Source: an optimization exercise on an open RTL-to-GDS flow (aim: small area and a short achievable clock period). Production flows keep margins and buffers that such runs may drop. The RTL was checked by simulation tests, not by an equivalence proof against the original design. No activity file was given, so power comes from the tool's default toggle rates.

==> inputs of job 3016 <==
==> flow/design.v <==
module SingleCPU(
Addr_in,
clk,
rst,
instr_i,
Addr_o,
wb_we,
wb_addr,
wb_data);
input [31:0]Addr_in;
input clk;
input rst;
input [31:0]instr_i;
output [31:0]Addr_o;
output wb_we;
output [4:0]wb_addr;
output [31:0]wb_data;
assign Addr_o = Addr_in + 32'd4;
reg [5:0] op;
reg [25:0] fld;
always @(posedge clk) begin
  op <= rst ? 6'd0 : instr_i[31:26];
  fld <= instr_i[25:0];
end
wire [4:0] rs = fld[25:21];
wire [4:0] rt = fld[20:16];
wire [4:0] rd = fld[15:11];
wire [5:0] funct = fld[5:0];
wire [31:0] imm = {{16{fld[15]}}, fld[15:0]};
wire rtype = (op == 6'd20);
wire addi  = (op == 6'd39);
wire subi  = (op == 6'd40);
wire addrd = (op == 6'd25) | (op == 6'd26);
wire ld    = (op == 6'd42);
wire st    = (op == 6'd41);
wire we    = rtype | addi | subi | addrd | ld;
wire [4:0] dest = (rtype | addrd) ? rd : rt;
wire [31:0] R [0:31];
wire [31:0] a = R[rs];
wire [31:0] b = R[rt];
wire f_add = (funct == 6'd9);
wire f_sub = (funct == 6'd18);
wire f_and = (funct == 6'd27);
wire f_or  = (funct == 6'd36);
wire sub = subi | (rtype & f_sub);
wire [31:0] y = rtype ? b : imm;
wire [31:0] sum = a + (sub ? ~y : y) + {31'd0, sub};
wire [7:0] M0 [0:31];
wire [7:0] M1 [0:31];
wire [7:0] M2 [0:31];
wire [7:0] M3 [0:31];
wire [6:0] ma = sum[6:0];
wire [1:0] off = ma[1:0];
wire [4:0] row = ma[6:2];
wire [4:0] rowp = row + 5'd1;
wire [4:0] r0 = (off != 2'd0) ? rowp : row;
wire [4:0] r1 = off[1] ? rowp : row;
wire [4:0] r2 = (off == 2'd3) ? rowp : row;
wire [4:0] r3 = row;
wire [7:0] q0 = M0[r0];
wire [7:0] q1 = M1[r1];
wire [7:0] q2 = M2[r2];
wire [7:0] q3 = M3[r3];
reg [31:0] mword;
always @(*) begin
  case (off)
  2'd0: mword = {q0,q1,q2,q3};
  2'd1: mword = {q1,q2,q3,q0};
  2'd2: mword = {q2,q3,q0,q1};
  default: mword = {q3,q0,q1,q2};
  endcase
end
reg [7:0] d0,d1,d2,d3;
always @(*) begin
  case (off)
  2'd0: {d0,d1,d2,d3} = b;
  2'd1: {d1,d2,d3,d0} = b;
  2'd2: {d2,d3,d0,d1} = b;
  default: {d3,d0,d1,d2} = b;
  endcase
end
genvar g;
generate for (g = 0; g < 32; g = g + 1) begin : mrow
  reg [7:0] b0, b1, b2, b3;
  always @(posedge clk) begin
    if (rst | (st & (r0 == g))) b0 <= rst ? 8'd0 : d0;
    if (rst | (st & (r1 == g))) b1 <= rst ? 8'd0 : d1;
    if (rst | (st & (r2 == g))) b2 <= rst ? 8'd0 : d2;
    if (rst | (st & (r3 == g))) b3 <= rst ? 8'd0 : d3;
  end
  assign M0[g] = b0; assign M1[g] = b1; assign M2[g] = b2; assign M3[g] = b3;
end endgenerate
reg [31:0] res;
always @(*) begin
  if (ld) res = mword;
  else if (rtype & f_and) res = a & b;
  else if (rtype & f_or) res = a | b;
  else if (rtype & ~f_add & ~f_sub) res = 32'd0;
  else res = sum;
end
reg s1_we, s2_we, s3_we;
reg [4:0] s1_a, s2_a, s3_a;
reg [31:0] s1_d, s2_d, s3_d;
always @(posedge clk) begin
  s1_we <= ~rst & we;
  s2_we <= ~rst & s1_we;
  s3_we <= ~rst & s2_we;
  s1_a <= dest; s2_a <= s1_a; s3_a <= s2_a;
  s1_d <= res;  s2_d <= s1_d; s3_d <= s2_d;
end
function [31:0] rinit(input [4:0] k);
  case (k)
  0: rinit = 0;    1: rinit = 75;   2: rinit = 543;  3: rinit = 74;
  4: rinit = 57;   5: rinit = 29;   6: rinit = 77;   7: rinit = 83;
  8: rinit = 117;  9: rinit = 82;   10: rinit = 37;  11: rinit = 53;
  12: rinit = 43;  13: rinit = 107; 14: rinit = 122; 15: rinit = 305;
  16: rinit = 123; 17: rinit = 171; 18: rinit = 307; 19: rinit = 24;
  20: rinit = 32;  21: rinit = 75;  22: rinit = 369; 23: rinit = 374;
  24: rinit = 75;  25: rinit = 75;  26: rinit = 74;  27: rinit = 369;
  28: rinit = 22;  29: rinit = 500; 30: rinit = 1000; default: rinit = 21;
  endcase
endfunction
generate for (g = 0; g < 32; g = g + 1) begin : rf
  reg [31:0] q;
  always @(posedge clk)
    if (rst | (s2_we & (s2_a == g))) q <= rst ? rinit(g) : s2_d;
  assign R[g] = q;
end endgenerate
assign wb_we = s3_we;
assign wb_addr = s3_a;
assign wb_data = s3_d;
endmodule
==> flow/run.sh <==
#!/bin/bash
# synth_recipe.tcl (not shown) runs the flow's synth.tcl, then flattens the netlist and writes it again
# the make line also repeats each setting of config.mk as NAME=value (left out here)
make -C /OpenROAD-flow-scripts/flow DESIGN_CONFIG=/design/flow/config.mk WORK_HOME=/design/flow/orfs CLKGATE_MAP_FILE= SYNTH_SCRIPT=/design/flow/synth_recipe.tcl finish
==> flow/config.mk <==
export PLATFORM = sky130hd
export DESIGN_NAME = SingleCPU
export DESIGN_NICKNAME = SingleCPU
export VERILOG_FILES = /design/flow/design.v
export SDC_FILE = /design/flow/constraint.sdc
export NUM_CORES = 4
export LEC_CHECK = 0
export CAP_MARGIN = 20
export CELL_PAD_IN_SITES_DETAIL_PLACEMENT = 3
export CELL_PAD_IN_SITES_GLOBAL_PLACEMENT = 4
export CORE_MARGIN = 2
export CORE_UTILIZATION = 25
export SLEW_MARGIN = 20
==> flow/constraint.sdc <==
create_clock -name core_clock -period 10.0 [get_ports {clk}]
set_input_delay 2.0000 -clock core_clock [delete_from_list [all_inputs] [get_ports {clk}]]
set_output_delay 2.0000 -clock core_clock [all_outputs]
set_load 0.01 [all_outputs]
==> inputs of job 8605, as changes to job 3016 <==
==> flow/design.v, changed modules only <==
module Adder(data1, data_o);
input [31:0] data1;
output [31:0] data_o;
assign data_o = {data1[31:2] + 30'd1, data1[1:0]};
endmodule
module AOI222(a1, a2, b1, b2, c1, c2, y);
input a1, a2, b1, b2, c1, c2;
output y;
assign y = ~((a1 & a2) | (b1 & b2) | (c1 & c2));
endmodule
module AOI22(a1, a2, b1, b2, y);
input a1, a2, b1, b2;
output y;
assign y = ~((a1 & a2) | (b1 & b2));
endmodule
module RDBIT(sel, d, q);
input [31:0] sel, d;
output q;
wire [10:0] t;
genvar j;
generate for (j = 0; j < 10; j = j + 1) begin : g
  AOI222 u(.a1(sel[3*j]), .a2(d[3*j]), .b1(sel[3*j+1]), .b2(d[3*j+1]),
           .c1(sel[3*j+2]), .c2(d[3*j+2]), .y(t[j]));
end endgenerate
AOI22 u10(.a1(sel[30]), .a2(d[30]), .b1(sel[31]), .b2(d[31]), .y(t[10]));
assign q = ~&t;
endmodule
module SingleCPU(
Addr_in,
clk,
rst,
instr_i,
Addr_o,
wb_we,
wb_addr,
wb_data);
input [31:0]Addr_in;
input clk;
input rst;
input [31:0]instr_i;
output [31:0]Addr_o;
output wb_we;
output [4:0]wb_addr;
output [31:0]wb_data;
Adder Adder1(.data1(Addr_in), .data_o(Addr_o));
reg [5:0] op;
reg [25:0] fld;
always @(posedge clk) begin
  op <= rst ? 6'd0 : instr_i[31:26];
  fld <= instr_i[25:0];
end
wire [4:0] rs = fld[25:21];
wire [4:0] rt = fld[20:16];
wire [4:0] rd = fld[15:11];
wire [5:0] funct = fld[5:0];
wire [31:0] imm = {{16{fld[15]}}, fld[15:0]};
wire rtype = (op == 6'd20);
wire addi  = (op == 6'd39);
wire subi  = (op == 6'd40);
wire addrd = (op == 6'd25) | (op == 6'd26);
wire ld    = (op == 6'd42);
wire st    = (op == 6'd41);
wire we    = rtype | addi | subi | addrd | ld;
wire [4:0] dest = (rtype | addrd) ? rd : rt;
wire f_add = (funct == 6'd9);
wire f_sub = (funct == 6'd18);
wire f_and = (funct == 6'd27);
wire f_or  = (funct == 6'd36);
wire [31:0] rq [0:31];
wire [31:0] ssel, tsel;
genvar g;
generate for (g = 0; g < 32; g = g + 1) begin : dec
  assign ssel[g] = (rs == g);
  assign tsel[g] = (rt == g);
end endgenerate
wire [31:0] ra, rb;
generate for (g = 0; g < 32; g = g + 1) begin : rport
  RDBIT ua(.sel(ssel), .d(rq[g]), .q(ra[g]));
  RDBIT ub(.sel(tsel), .d(rq[g]), .q(rb[g]));
end endgenerate
reg x_we, x_ld, x_st, x_sub, x_and, x_or, x_zero;
reg [4:0] x_dest;
reg [31:0] a, y;
reg [6:0] ma;
always @(posedge clk) begin
  x_we <= ~rst & we;
  x_st <= ~rst & st;
  x_ld <= ld;
  x_sub <= subi | (rtype & f_sub);
  x_and <= rtype & f_and;
  x_or <= rtype & f_or;
  x_zero <= rtype & ~f_add & ~f_sub & ~f_and & ~f_or;
  x_dest <= dest;
  a <= ra;
  y <= (rtype | st) ? rb : imm;
  ma <= ra[6:0] + fld[6:0];
end
wire [31:0] sum = a + (x_sub ? ~y : y) + {31'd0, x_sub};
wire [1:0] off = ma[1:0];
wire [4:0] row = ma[6:2];
wire [31:0] dr;
generate for (g = 0; g < 32; g = g + 1) begin : mdec
  assign dr[g] = (row == g);
end endgenerate
wire [31:0] drp = {dr[30:0], dr[31]};
wire [31:0] s0 = (off != 2'd0) ? drp : dr;
wire [31:0] s1 = off[1] ? drp : dr;
wire [31:0] s2 = (off == 2'd3) ? drp : dr;
wire [31:0] s3 = dr;
wire [31:0] mq [0:31];
wire [7:0] q0, q1, q2, q3;
generate for (g = 0; g < 8; g = g + 1) begin : mport
  RDBIT u0(.sel(s0), .d(mq[g]), .q(q0[g]));
  RDBIT u1(.sel(s1), .d(mq[8+g]), .q(q1[g]));
  RDBIT u2(.sel(s2), .d(mq[16+g]), .q(q2[g]));
  RDBIT u3(.sel(s3), .d(mq[24+g]), .q(q3[g]));
end endgenerate
reg [31:0] mword;
always @(*) begin
  case (off)
  2'd0: mword = {q0,q1,q2,q3};
  2'd1: mword = {q1,q2,q3,q0};
  2'd2: mword = {q2,q3,q0,q1};
  default: mword = {q3,q0,q1,q2};
  endcase
end
reg [7:0] d0,d1,d2,d3;
always @(*) begin
  case (off)
  2'd0: {d0,d1,d2,d3} = y;
  2'd1: {d1,d2,d3,d0} = y;
  2'd2: {d2,d3,d0,d1} = y;
  default: {d3,d0,d1,d2} = y;
  endcase
end
generate for (g = 0; g < 32; g = g + 1) begin : mrow
  reg [7:0] b0, b1, b2, b3;
  always @(posedge clk) begin
    if (rst | (x_st & s0[g])) b0 <= rst ? 8'd0 : d0;
    if (rst | (x_st & s1[g])) b1 <= rst ? 8'd0 : d1;
    if (rst | (x_st & s2[g])) b2 <= rst ? 8'd0 : d2;
    if (rst | (x_st & s3[g])) b3 <= rst ? 8'd0 : d3;
  end
end endgenerate
genvar k;
generate for (k = 0; k < 8; k = k + 1) begin : mbits
  for (g = 0; g < 32; g = g + 1) begin : r
    assign mq[k][g] = mrow[g].b0[k];
    assign mq[8+k][g] = mrow[g].b1[k];
    assign mq[16+k][g] = mrow[g].b2[k];
    assign mq[24+k][g] = mrow[g].b3[k];
  end
end endgenerate
reg [31:0] alu;
always @(*) begin
  if (x_and) alu = a & y;
  else if (x_or) alu = a | y;
  else if (x_zero) alu = 32'd0;
  else alu = sum;
end
wire [31:0] res = x_ld ? mword : alu;
reg s2_we, s3_we;
reg [4:0] s2_a, s3_a;
reg [31:0] s2_d, s3_d;
always @(posedge clk) begin
  s2_we <= ~rst & x_we;
  s3_we <= ~rst & s2_we;
  s2_a <= x_dest; s3_a <= s2_a;
  s2_d <= res;  s3_d <= s2_d;
end
function [31:0] rinit(input [4:0] n);
  case (n)
  0: rinit = 0;    1: rinit = 75;   2: rinit = 543;  3: rinit = 74;
  4: rinit = 57;   5: rinit = 29;   6: rinit = 77;   7: rinit = 83;
  8: rinit = 117;  9: rinit = 82;   10: rinit = 37;  11: rinit = 53;
  12: rinit = 43;  13: rinit = 107; 14: rinit = 122; 15: rinit = 305;
  16: rinit = 123; 17: rinit = 171; 18: rinit = 307; 19: rinit = 24;
  20: rinit = 32;  21: rinit = 75;  22: rinit = 369; 23: rinit = 374;
  24: rinit = 75;  25: rinit = 75;  26: rinit = 74;  27: rinit = 369;
  28: rinit = 22;  29: rinit = 500; 30: rinit = 1000; default: rinit = 21;
  endcase
endfunction
generate for (g = 0; g < 32; g = g + 1) begin : rf
  reg [31:0] q;
  always @(posedge clk)
    if (rst | (s2_we & (s2_a == g))) q <= rst ? rinit(g) : s2_d;
end endgenerate
generate for (k = 0; k < 32; k = k + 1) begin : rbits
  for (g = 0; g < 32; g = g + 1) begin : r
    assign rq[k][g] = rf[g].q[k];
  end
end endgenerate
assign wb_we = s3_we;
assign wb_addr = s3_a;
assign wb_data = s3_d;
endmodule
==> flow/config.mk (replaced) <==
export PLATFORM = sky130hd
export DESIGN_NAME = SingleCPU
export DESIGN_NICKNAME = SingleCPU
export VERILOG_FILES = /design/flow/design.v
export SDC_FILE = /design/flow/constraint.sdc
export NUM_CORES = 4
export LEC_CHECK = 0
export CAP_MARGIN = 10
export CELL_PAD_IN_SITES_DETAIL_PLACEMENT = 1
export CELL_PAD_IN_SITES_GLOBAL_PLACEMENT = 2
export CORE_MARGIN = 2
export CORE_UTILIZATION = 45
export SETUP_SLACK_MARGIN = 5.0
export SLEW_MARGIN = 10
export SYNTH_HIERARCHICAL = 1
==> comparison table <==
Result of the run: job 8605 timing/DRC/antenna clean; job 3016 timing/DRC/antenna clean
Final non-clock buffer share: job 8605 3.21%; job 3016 4.51%
Multi-input combinational cell count: job 8605 2795; job 3016 4002
Non-clock buffer count in the final layout: job 8605 414; job 3016 619
Number of H-tree branching levels: job 8605 4; job 3016 5
Worst-case hold path end point: job 8605 s2_a[2]; job 3016 s2_a[0]
Mapped Avg Cell Area: job 8605 17.0 sq um; job 3016 14.0 sq um
Type of element capturing the critical path: job 8605 output pin; job 3016 flip-flop
Sum of internal, switching and leakage power: job 8605 27.9 mW; job 3016 36.4 mW
Launch point of the worst reg-to-reg path: job 8605 fld[22]; job 3016 fld[17]
Seq area share: job 8605 62.9%; job 3016 56.6%
Post-layout net count: job 8605 5866; job 3016 7244
Proportion of total power due to net switching: job 8605 30.7%; job 3016 40.1%
Combinational fraction of design power: job 8605 19.8%; job 3016 33.1%
Max Clk Rate: job 8605 190 MHz; job 3016 103 MHz
Met1 track demand over resource: job 8605 45.8%; job 3016 36.4%

-- re-timing with driven ports --
The results above use ideal ports. As a check the final layouts listed here were re-extracted and re-timed, cells and wires unchanged. Step 1 sets driving cells, clkbuf_16 on the clock port and buf_2 on the other inputs (assumed; they add their load-dependent delay and slew). Step 2 moves the port delays by t, midway between the first and last clock arrival at a register: inputs arrive t later, outputs are due t later. That takes back most of the time a late clock gives input paths. Slacks: ideal ports / drivers / drivers and shift; pairs: ideal ports / drivers.
| run | shift t [ns] | setup slack, ns | cell pins on the clock port's net |
|---|---|---|---|
| job 3016 | 1.069 | 0.265 / 0.265 / 0.265 | 1 |
| job 8605 | 0.963 | 4.726 / 4.673 / 4.673 | 1 |
After both steps every run listed still meets setup and hold. For job 8605, which loses most, drivers alone change the setup slack by -0.053 ns; drivers and shift together by -0.053 ns.
